From an optimization exercise on the open Yosys and OpenROAD flow, aimed at small area; shortcuts taken in it are not production practice.
Only simulation tests tie the RTL to the original design; equivalence was not proved.
No driver is modelled on the clock port, so clock power and skew are understated where the tree is cut down; a real chip needs a root buffer or a tree.
No activity file was given, so power comes from the tool's default toggle rates.

==> flow/design.v <==
module seven_seg_display(input clk, input rst,
 input [3:0] digit,    
 input uscore,         
 output reg [3:0] cnt,
 output a, b, c, d, e, f, g,
 output [3:0] an
 );
always @(posedge clk)
  if (rst) cnt <= 4'd0;
  else cnt <= cnt + 4'd1;
assign an = {~(cnt[3] & cnt[2]), ~(cnt[3] & ~cnt[2]), ~(~cnt[3] & cnt[2]), ~(~cnt[3] & ~cnt[2])};
wire x3 = digit[3], x2 = digit[2], x1 = digit[1], x0 = digit[0];
wire sa = ~x3 & ~x1 & (x2 ^ x0);            
wire sb = x2 & (x1 ^ x0);                   
wire sc = ~x2 & x1 & ~x0;                   
wire sd = (x2 & ~x1 & ~x0) | (~x3 & ~x2 & ~x1 & x0) | (x2 & x1 & x0);  
wire se = x0 | (x2 & ~x1);                  
wire sf = (~x3 & ~x2 & x0) | (~x2 & x1) | (x1 & x0);  
wire sg = (~x3 & ~x2 & ~x1) | (x2 & x1 & x0);         
assign a = sa | uscore;
assign b = sb | uscore;
assign c = sc | uscore;
assign d = sd & ~uscore;
assign e = se | uscore;
assign f = sf | uscore;
assign g = sg | uscore;
endmodule
module tracker(input clk, input rst, input pulse, input one_hz, input half_hz,
               input [1:0] sel,             
               output reg si,
               output reg [7:0] steps_per_sec,
               output reg [3:0] digit,
               output reg uscore);
reg p1, p2, p3, o1, o2, o3, h1, h2, h3;
always @(posedge clk) begin
  p1 <= pulse;   p2 <= p1; p3 <= p2;
  o1 <= one_hz;  o2 <= o1; o3 <= o2;
  h1 <= half_hz; h2 <= h1; h3 <= h2;
end
wire step = p2 & ~p3;
wire sec  = o2 & ~o3;
wire half = h2 & ~h3;
function [3:0] inc10(input [3:0] x);
  inc10 = {x[3] ? ~x[0] : (x[2] & x[1] & x[0]),
           x[2] ^ (x[1] & x[0]),
           (x[1] ^ x[0]) & ~x[3],
           ~x[0]};
endfunction
function nine(input [3:0] x);
  nine = x[3] & x[0];
endfunction
reg [3:0] s0, s1, s2, s3;
wire c0 = nine(s0);
wire c1 = c0 & nine(s1);
wire c2 = c1 & nine(s2);
wire all9 = c2 & nine(s3);
always @(posedge clk) begin
  if (rst) begin
    s0 <= 4'd0; s1 <= 4'd0; s2 <= 4'd0; s3 <= 4'd0; si <= 1'b0;
  end else if (step) begin
    if (all9) si <= 1'b1;
    else begin
      s0 <= inc10(s0);
      if (c0) s1 <= inc10(s1);
      if (c1) s2 <= inc10(s2);
      if (c2) s3 <= inc10(s3);
    end
  end
end
reg [9:0] lq;
reg half_mile;
reg [3:0] m0, m1;
wire lq_last = lq[9] & ~|lq[8:0];
wire mile_step = lq_last & (s1[0] | s1[1] | s1[2]);
always @(posedge clk) begin
  if (rst) begin
    lq <= 10'b1000000000; half_mile <= 1'b0; m0 <= 4'd0; m1 <= 4'd0;
  end else if (step) begin
    lq <= {lq[8:0], lq[9] ^ lq[6] ^ ~|lq[8:0]};
    if (mile_step) begin
      half_mile <= ~half_mile;
      if (half_mile) begin
        m0 <= inc10(m0);
        if (nine(m0)) m1 <= inc10(m1);
      end
    end
  end
end
reg [7:0] scount;
reg ge64;   
wire gt32 = ge64 | (scount[5] & (|scount[4:0]));
always @(posedge clk) begin
  if (rst) begin
    scount <= 8'd0; ge64 <= 1'b0; steps_per_sec <= 8'd0;
  end else if (sec) begin
    scount <= 8'd0; ge64 <= 1'b0; steps_per_sec <= scount;
  end else if (step) begin
    scount <= scount + 8'd1;
    if (&scount[5:0]) ge64 <= 1'b1;
  end
end
reg [3:0] nsec, nact;
always @(posedge clk) begin
  if (rst) begin
    nsec <= 4'd0; nact <= 4'd0;
  end else if (sec & ~nine(nsec)) begin
    nsec <= nsec + 4'd1;
    if (gt32) nact <= nact + 4'd1;
  end
end
reg [5:0] run;
reg [3:0] t0, t1, t2, t3;
wire is59 = ~run[5] & run[4] & ~run[3] & ~run[1] & ~run[0];
wire is60 = run[5] & ~run[4] & ~run[2] & ~run[1] & ~run[0];
wire [3:0] t1p6 = t1 + 4'd6;
wire t1c6 = t1[3] | t1[2];    
wire [3:0] t1add6 = t1c6 ? t1 - 4'd4 : t1p6;
wire u0 = nine(t0);
wire u1 = nine(t1);
wire u2 = nine(t2);
always @(posedge clk) begin
  if (rst) begin
    run <= 6'd0; t0 <= 4'd0; t1 <= 4'd0; t2 <= 4'd0; t3 <= 4'd0;
  end else if (sec) begin
    if (!ge64) run <= 6'd0;
    else begin
      if (!is60) run <= {run[4:0], ~(run[5] ^ run[4])};
      if (is59) begin
        t1 <= t1add6;
        if (t1c6) begin
          t2 <= inc10(t2);
          if (u2) t3 <= inc10(t3);
        end
      end else if (is60) begin
        t0 <= inc10(t0);
        if (u0) begin
          t1 <= inc10(t1);
          if (u1) begin
            t2 <= inc10(t2);
            if (u2) t3 <= inc10(t3);
          end
        end
      end
    end
  end
end
reg [1:0] state;
always @(posedge clk)
  if (rst) state <= 2'd0;
  else if (half) state <= state + 2'd1;
always @(*) begin
  uscore = 1'b0;
  case (state)
    2'd0: case (sel)
            2'd0: digit = s0;
            2'd1: digit = s1;
            2'd2: digit = s2;
            default: digit = s3;
          endcase
    2'd1: case (sel)
            2'd0: digit = {1'b0, half_mile, 1'b0, half_mile};
            2'd1: begin digit = 4'd0; uscore = 1'b1; end
            2'd2: digit = m0;
            default: digit = m1;
          endcase
    2'd2: digit = (sel == 2'd0) ? nact : 4'd0;
    default: case (sel)
            2'd0: digit = t0;
            2'd1: digit = t1;
            2'd2: digit = t2;
            default: digit = t3;
          endcase
  endcase
end
endmodule
module lab6_top(clk, rst, pulse, one_hz, half_hz, si, steps_per_sec, a, b, c, d, e, f, g, an);
input clk, rst;
input pulse, one_hz, half_hz;  
output si, a, b, c, d, e, f, g;
output [3:0] an;
output [7:0] steps_per_sec;
wire [1:0] state;
wire [3:0] digit;
wire uscore;
wire [3:0] cnt;
tracker tracker_inst(.clk(clk), .rst(rst), .pulse(pulse), .one_hz(one_hz), .half_hz(half_hz),
                     .sel(cnt[3:2]), .si(si), .steps_per_sec(steps_per_sec),
                     .digit(digit), .uscore(uscore));
seven_seg_display seven_seg_display_inst(.clk(clk), .rst(rst), .digit(digit), .uscore(uscore),
                     .cnt(cnt), .a(a), .b(b), .c(c), .d(d), .e(e), .f(f), .g(g), .an(an));
endmodule
clock: 125.0 ns
lec_check: 0
abc_area: 1
cap_margin: 20
core_margin: 2
core_utilization: 40
slew_margin: 20
standard.sh (not shown) runs the stock make flow with config.mk's settings and CLKGATE_MAP_FILE= SYNTH_SCRIPT=/design/flow/synth_recipe.tcl, a recipe that flattens the netlist after the stock synthesis.
==> flow/flow/run.sh <==
#!/bin/bash
# Own layout flow: the standard flow with an area-oriented ABC script, no separate adder mapping, plain buf_1 port
# buffers and a two-level inverter clock tree in place of the one CTS builds. Each tool's output is kept in its own log here.
set -euo pipefail
W=$PWD
export OWN_WORK=$W
export OWN_ABC_SCRIPT=$W/flow/abc.scr
export POST_CTS_TCL=$W/flow/cts_post.tcl
bash standard.sh SYNTH_SCRIPT=$W/flow/synth.tcl \
  ADDER_MAP_FILE= "BUFFER_PORTS_ARGS=-buffer_cell sky130_fd_sc_hd__buf_1" \
  "CTS_ARGS=$(cat $W/flow/cts_args)" \
  finish > $W/flow_make.log 2>&1
==> flow/flow/abc.scr <==
strash
&get -n
&deepsyn -T 60
&dch -f
&nf -R 1000
&put
==> flow/flow/synth.tcl <==
# The standard flow's synthesis (synth_recipe.tcl, sourced unchanged) with ABC's technology mapping run on a
# stronger area-recovery script; registers are mapped before ABC and are left as they are.
proc abc {args} {
  set i [lsearch -exact $args -script]
  if { $i >= 0 } { lset args [expr { $i + 1 }] $::env(OWN_ABC_SCRIPT) }
  yosys abc {*}$args
}
source $::env(OWN_WORK)/synth_recipe.tcl
Other scripts of this flow, unchanged in this note and not shown: flow/flow/cts_args, flow/flow/cts_post.tcl, flow/flow/owntree.tcl
Change:
--- a/flow/flow/run.sh
+++ b/flow/flow/run.sh
@@ -1,3 +1,3 @@
 #!/bin/bash
-# Own layout flow: the standard flow with an area-oriented ABC script, no separate adder mapping, plain buf_1 port
+# Own layout flow: the standard flow with an area-oriented ABC script (best of several seeds), no separate adder mapping, plain buf_1 port
 # buffers and a two-level inverter clock tree in place of the one CTS builds. Each tool's output is kept in its own log here.
@@ -7,2 +7,3 @@
 export OWN_ABC_SCRIPT=$W/flow/abc.scr
+export OWN_ABC_SEEDS="1 2 3 4 5 6"
 export POST_CTS_TCL=$W/flow/cts_post.tcl
==> flow/flow/abc.scr (replaced) <==
strash
&get -n
&deepsyn -T 30 -S @SEED@
&dch -f
&nf -R 1000 -p
&put
==> flow/flow/synth.tcl (replaced) <==
# The standard flow's synthesis (synth_recipe.tcl, sourced unchanged) with ABC's technology mapping run on a
# stronger area-recovery script: deepsyn with a few random seeds, keeping the smallest result.
# Registers are mapped before ABC and are left as they are.
proc abc {args} {
  set i [lsearch -exact $args -script]
  set lib_args {}
  foreach lib $::env(LIB_FILES) { lappend lib_args -liberty $lib }
  yosys design -save own_pre
  set best_area -1
  foreach seed $::env(OWN_ABC_SEEDS) {
    yosys design -load own_pre
    set scr [file join $::env(OBJECTS_DIR) own_abc_$seed.script]
    set fh [open $::env(OWN_ABC_SCRIPT) r]
    set body [string map [list @SEED@ $seed] [read $fh]]
    close $fh
    set fh [open $scr w]; puts -nonewline $fh $body; close $fh
    if { $i >= 0 } { lset args [expr { $i + 1 }] $scr }
    yosys abc {*}$args
    set rpt [file join $::env(OBJECTS_DIR) own_abc_$seed.stat]
    yosys tee -q -o $rpt stat {*}$lib_args
    set fh [open $rpt r]; set txt [read $fh]; close $fh
    regexp {Chip area for module[^:]*:\s*([0-9.]+)} $txt -> area
    puts "own abc seed $seed: area $area"
    if { $best_area < 0 || $area < $best_area } {
      set best_area $area
      yosys design -save own_best
    }
  }
  yosys design -load own_best
  puts "own abc: kept area $best_area"
}
source $::env(OWN_WORK)/synth_recipe.tcl
CAP_MARGIN = 0   (was 20)
SLEW_MARGIN = 0   (was 20)
The changed run went through all stages and came out clean.
First-iteration DRC count is higher by about 3.2%.
Cell count is lower by about 1.6%.
Clock power barely changes.
Synthesized area is lower by 0.70%.
Via count is higher by about 0.45%.
Wire length hardly moves.
Global-route usage is lower by 0.17 points.
In every run of this note, the design's own scripts or RTL, not TritonCTS, make the clock network.

[static timing again, ports no longer ideal]
The flow's constraints put no driver on any port. The routed layouts listed below were extracted and timed again, unchanged, in two steps. Step 1 sets driving cells, clkbuf_16 on the clock port and buf_2 on the other inputs (assumed; they add their load-dependent delay and slew). Step 2 adds t to the input delays and takes it off the output delays; t is the mean of the earliest and latest rising clock arrival at the registers after step 1. Input paths then give back, and output paths get back, about the clock's delay inside the block. a / b / c = no drivers / after step 1 / after step 2; a / b = the first two.
run	t (ns)	slack for setup (ns)	worst setup path at the end
the first run	0.292	97.047 / 97.012 / 97.305	register to output
the second run	0.293	97.063 / 97.025 / 97.319	register to output
After both steps every run listed still meets setup and hold.
